What follows belongs to an exercise in optimizing a design on an open flow for small area and a short achievable clock period; a production flow would make more cautious choices.
In this exercise RTL edits were held to simulation tests only and were not proved equivalent to the original.
Power figures rest on the tool's default switching activity, not on a simulated workload.

lane 1:
## mult_top
module mult_top(
    input clk,
    input  [15:0] x,
    input  [15:0] y,
    output [31:0] p_out
    );
Size in the first run: roughly 650 cells after synthesis, ~65 I/O pins, ~5400 µm² of cells after synthesis.
==> flow/config.mk <==
export PLATFORM = sky130hd
export DESIGN_NAME = mult_top
export DESIGN_NICKNAME = mult_top
export VERILOG_FILES = /design/flow/design.v
export SDC_FILE = /design/flow/constraint.sdc
export NUM_CORES = 4
export LEC_CHECK = 0
export ABC_AREA = 1
export CAP_MARGIN = 20
export CORE_MARGIN = 2
export CORE_UTILIZATION = 40
export PLACE_DENSITY = 0.45
export SETUP_SLACK_MARGIN = 2.7
export SLEW_MARGIN = 20
==> flow/constraint.sdc <==
create_clock -name core_clock -period 5.2 [get_ports {clk}]
set_input_delay 1.0400 -clock core_clock [delete_from_list [all_inputs] [get_ports {clk}]]
set_output_delay 1.0400 -clock core_clock [all_outputs]
set_load 0.01 [all_outputs]
standard.sh (not shown) runs the stock make flow with config.mk's settings and CLKGATE_MAP_FILE= SYNTH_SCRIPT=/design/flow/synth_recipe.tcl, a recipe that flattens the netlist after the stock synthesis.
==> flow/flow/run.sh <==
#!/bin/bash
# Standard layout, with the smallest buffer (buf_1) on every input and output
# port, and a clock tree of clkbuf_8 without dummy loads.
set -euo pipefail
export BUFFER_PORTS_ARGS="-buffer_cell sky130_fd_sc_hd__buf_1"
export CTS_ARGS="-sink_clustering_enable -repair_clock_nets -dont_use_dummy_load -buf_list sky130_fd_sc_hd__clkbuf_8"
bash standard.sh > standard.log 2>&1
The flow did not stop early for lane 1: all stages ran, and the layout cleared the timing, design-rule and antenna checks.
## Diff of input files: lane 2 against lane 1
- a change of ABC_AREA from 1 to 0
- a deleted PLACE_DENSITY that had been 0.45
[summary]
- Lane 2: done, clean on timing, DRC and antenna
- From lane 1 to lane 2 the numbers moved as follows: part of the total power dissipated in the clock network now sits higher; fill cell instance count of the final layout now sits higher; routability congestion estimate from global placement now sits higher.
- Side by side, data arrival at the endpoint of the critical path turned out higher in lane 2 than in lane 1.
- Lane 2 ended up with compound AO/OA/AOI/OAI gates as its main combinational cell family by area after synthesis; lane 1 ended up with simple AND/OR/NAND/NOR gates.
Relative to lane 2, the following input files were edited for lane 3:
- a change of ABC_AREA from 0 to 1
==> flow/flow/run.sh <==
#!/bin/bash
# Standard layout, with the smallest buffer (buf_1) on every input and output
# port, and a clock tree of clkbuf_8 without dummy loads.
set -euo pipefail
export BUFFER_PORTS_ARGS="-buffer_cell sky130_fd_sc_hd__buf_1"
export CTS_ARGS="-sink_clustering_enable -repair_clock_nets -dont_use_dummy_load -buf_list sky130_fd_sc_hd__clkbuf_8 -sink_clustering_size 30 -sink_clustering_max_diameter 100"
bash standard.sh > standard.log 2>&1
Findings:
- Lane 2 reports its most common cell after layout, fill and taps aside as dfxtp_1 while lane 3 reports nand2_1.
- Master of the slowest instance on the critical path: fa_1 -> lane 2, dfxtp_2 -> lane 3
- Compared with lane 2, in lane 3 global-route usage has decreased, adder and majority cell fraction of the synthesized area has increased, mapped cell area has decreased.
- Compared with lane 2, lane 3 shows final net count lower by about 7%.
What lane 4 does differently from lane 3 at the input level:
==> flow/run.sh (new file) <==
#!/bin/bash
# synth_recipe.tcl (not shown) runs the flow's synth.tcl, then flattens the netlist and writes it again
# the make line also repeats each setting of config.mk as NAME=value (left out here)
make -C /OpenROAD-flow-scripts/flow DESIGN_CONFIG=/design/flow/config.mk WORK_HOME=/design/flow/orfs CLKGATE_MAP_FILE= SYNTH_SCRIPT=/design/flow/synth_recipe.tcl finish
removed: flow/flow/run.sh
removed: flow/standard.sh
--- outcome ---
- Looking at the reports, lane 4 completed the entire flow and the layout it produced met the timing, design-rule and antenna checks.
- Minimum clock period (lane 4 over lane 3): increase, 56 ps
- Going from lane 3 to lane 4, worst relative slew slack increased 0.27 points, largest net degree at the start of global routing neither gained nor lost much, met3 routed wirelength went up, clock network fraction of total power now sits higher.
- Lane 4 ends up with lower power share of the combinational group than lane 3 does.
Input changes introduced in lane 5 (baseline for comparison: lane 4):
==> flow/flow/run.sh (new file) <==
#!/bin/bash
# Standard layout, with the smallest buffer (buf_1) on every input and output
# port, and a clock tree of clkbuf_8 without dummy loads.
set -euo pipefail
export BUFFER_PORTS_ARGS="-buffer_cell sky130_fd_sc_hd__buf_1"
export CTS_ARGS="-sink_clustering_enable -repair_clock_nets -dont_use_dummy_load -buf_list {sky130_fd_sc_hd__clkbuf_4 sky130_fd_sc_hd__clkbuf_8}"
bash standard.sh > standard.log 2>&1
==> flow/standard.sh (new file) <==
#!/bin/bash
# synth_recipe.tcl (not shown) runs the flow's synth.tcl, then flattens the netlist and writes it again
# the make line also repeats each setting of config.mk as NAME=value (left out here)
make -C /OpenROAD-flow-scripts/flow DESIGN_CONFIG=/design/flow/config.mk WORK_HOME=/design/flow/orfs CLKGATE_MAP_FILE= SYNTH_SCRIPT=/design/flow/synth_recipe.tcl "${@:-finish}"
removed: flow/run.sh
- Summary of lane 5 over lane 4: flop and latch count out of synthesis saw little to no change; worst max-slew margin expressed relative to the limit saw a decrease.
- Lane 4 → lane 5: worst stage delay on the critical path now smaller; setup slack of the critical path after layout saw an increase.


== run A ==
mult_top, a different RTL version from the one above (not shown whole).
Size in the first run: roughly 650 cells after synthesis, about 72 flip-flops, about 65 I/O pins, roughly 0.0050 mm² of cells after synthesis.
make LEC_CHECK=0 ABC_AREA=1 CAP_MARGIN=20 CORE_MARGIN=2 CORE_UTILIZATION=40 SETUP_SLACK_MARGIN=1.5 SLEW_MARGIN=20 finish   # period 5.2 ns
run.sh (not shown) runs the stock make flow with config.mk's settings and CLKGATE_MAP_FILE= SYNTH_SCRIPT=/design/flow/synth_recipe.tcl, a recipe that flattens the netlist after the stock synthesis.
Stock flow here: none of the scripts above is used.
The flow did not stop early for run A: all stages ran, and the layout cleared the timing, design-rule and antenna checks.
## Diff of input files: run B against run A
- SETUP_SLACK_MARGIN changed from 1.5 to 2.5
==> run summary <==
Summary of run B over run A: instance count on the critical path moved up; clock slew seen by the registers of the worst setup and hold paths essentially unchanged; portion of total power attributed to the clock network down 6.0 points. Run A consumes less power than run B. Comparing run A and run B, the higher worst slew margin relative to its limit is on run B. | design area | lower: run A |. Area added between synthesis and finish in run B is 14 points above run A. Sort run A and run B by post-CTS setup buffer count, ascending, and run A comes first. Between run A and run B, cell-internal power increased.
#### Input delta (run C over run B)
- SETUP_SLACK_MARGIN no longer set, was 2.5
- Run B ended up with more cell instances than run C did.
- Per the comparison of run C with run B, share of layout cells above drive strength 1 decreased by 22 points relative to the old numbers; relative contribution of sequential cells to total power increased by 4.1 points relative to the old numbers; largest incremental delay on the critical path increased by 60 ps relative to the old numbers.
- STATUS worst setup slack: run C loses against run B
- Looking at shortest clock period the worst path allows after layout, run C sits 750 ps higher than run B does.
- Share of the final layout cell area in sequential cells: run C vs run B up 2.6 points
- Looking only at signed area change from the synthesized netlist to the final layout, and setting everything else aside, the lower value of run B and run C goes to run C.
- Run B reached the end of the flow, and the finished layout is clean on the timing, design-rule and antenna checks.
- Run C reached the final stage; the timing, design-rule and antenna checks on its layout passed.
- The number of buffers other than clock buffers in the final layout in run C sits 28 below the value recorded for run B.

==> separate check: timing with driven ports <==
How much do the figures lean on ideal ports? The routed layouts below were timed once more, with nothing changed but the port constraints. Step 1 assumes that a clkbuf_16 drives the clock port and a buf_2 every other input. Step 2 also shifts input and output timing later by t, the mid clock arrival at the registers, as if the neighbouring blocks saw the same clock. Three values: ideal, step 1, step 2; two values: the first two.
run | t (ns) | setup WS [ns] | worst setup path after step 2 | latest minus earliest clock arrival (ns) | cell pins on the clock port's net
lane 1 | 0.409 | 2.741 / 2.729 / 2.349 | input to register | 0.039 / 0.040 | 1
lane 2 | 0.399 | 2.623 / 2.567 / 2.168 | input to register | 0.023 / 0.023 | 1
lane 3 | 0.404 | 2.768 / 2.735 / 2.368 | input to register | 0.020 / 0.020 | 1
lane 4 | 0.379 | 2.713 / 2.705 / 2.326 | input to register | 0.006 / 0.006 | 1
lane 5 | 0.404 | 2.768 / 2.735 / 2.368 | input to register | 0.020 / 0.020 | 1
run A | 0.377 | 1.692 / 1.692 / 1.692 | register to register | 0.011 / 0.012 | 1
run B | 0.370 | 1.914 / 1.914 / 1.914 | register to register | 0.005 / 0.005 | 1
run C | 0.378 | 1.166 / 1.166 / 1.166 | register to register | 0.012 / 0.012 | 1
After both steps every run listed still meets setup and hold. The setup slack of lane 2, which loses most, moves by -0.056 ns with the drivers and by -0.455 ns with both steps.
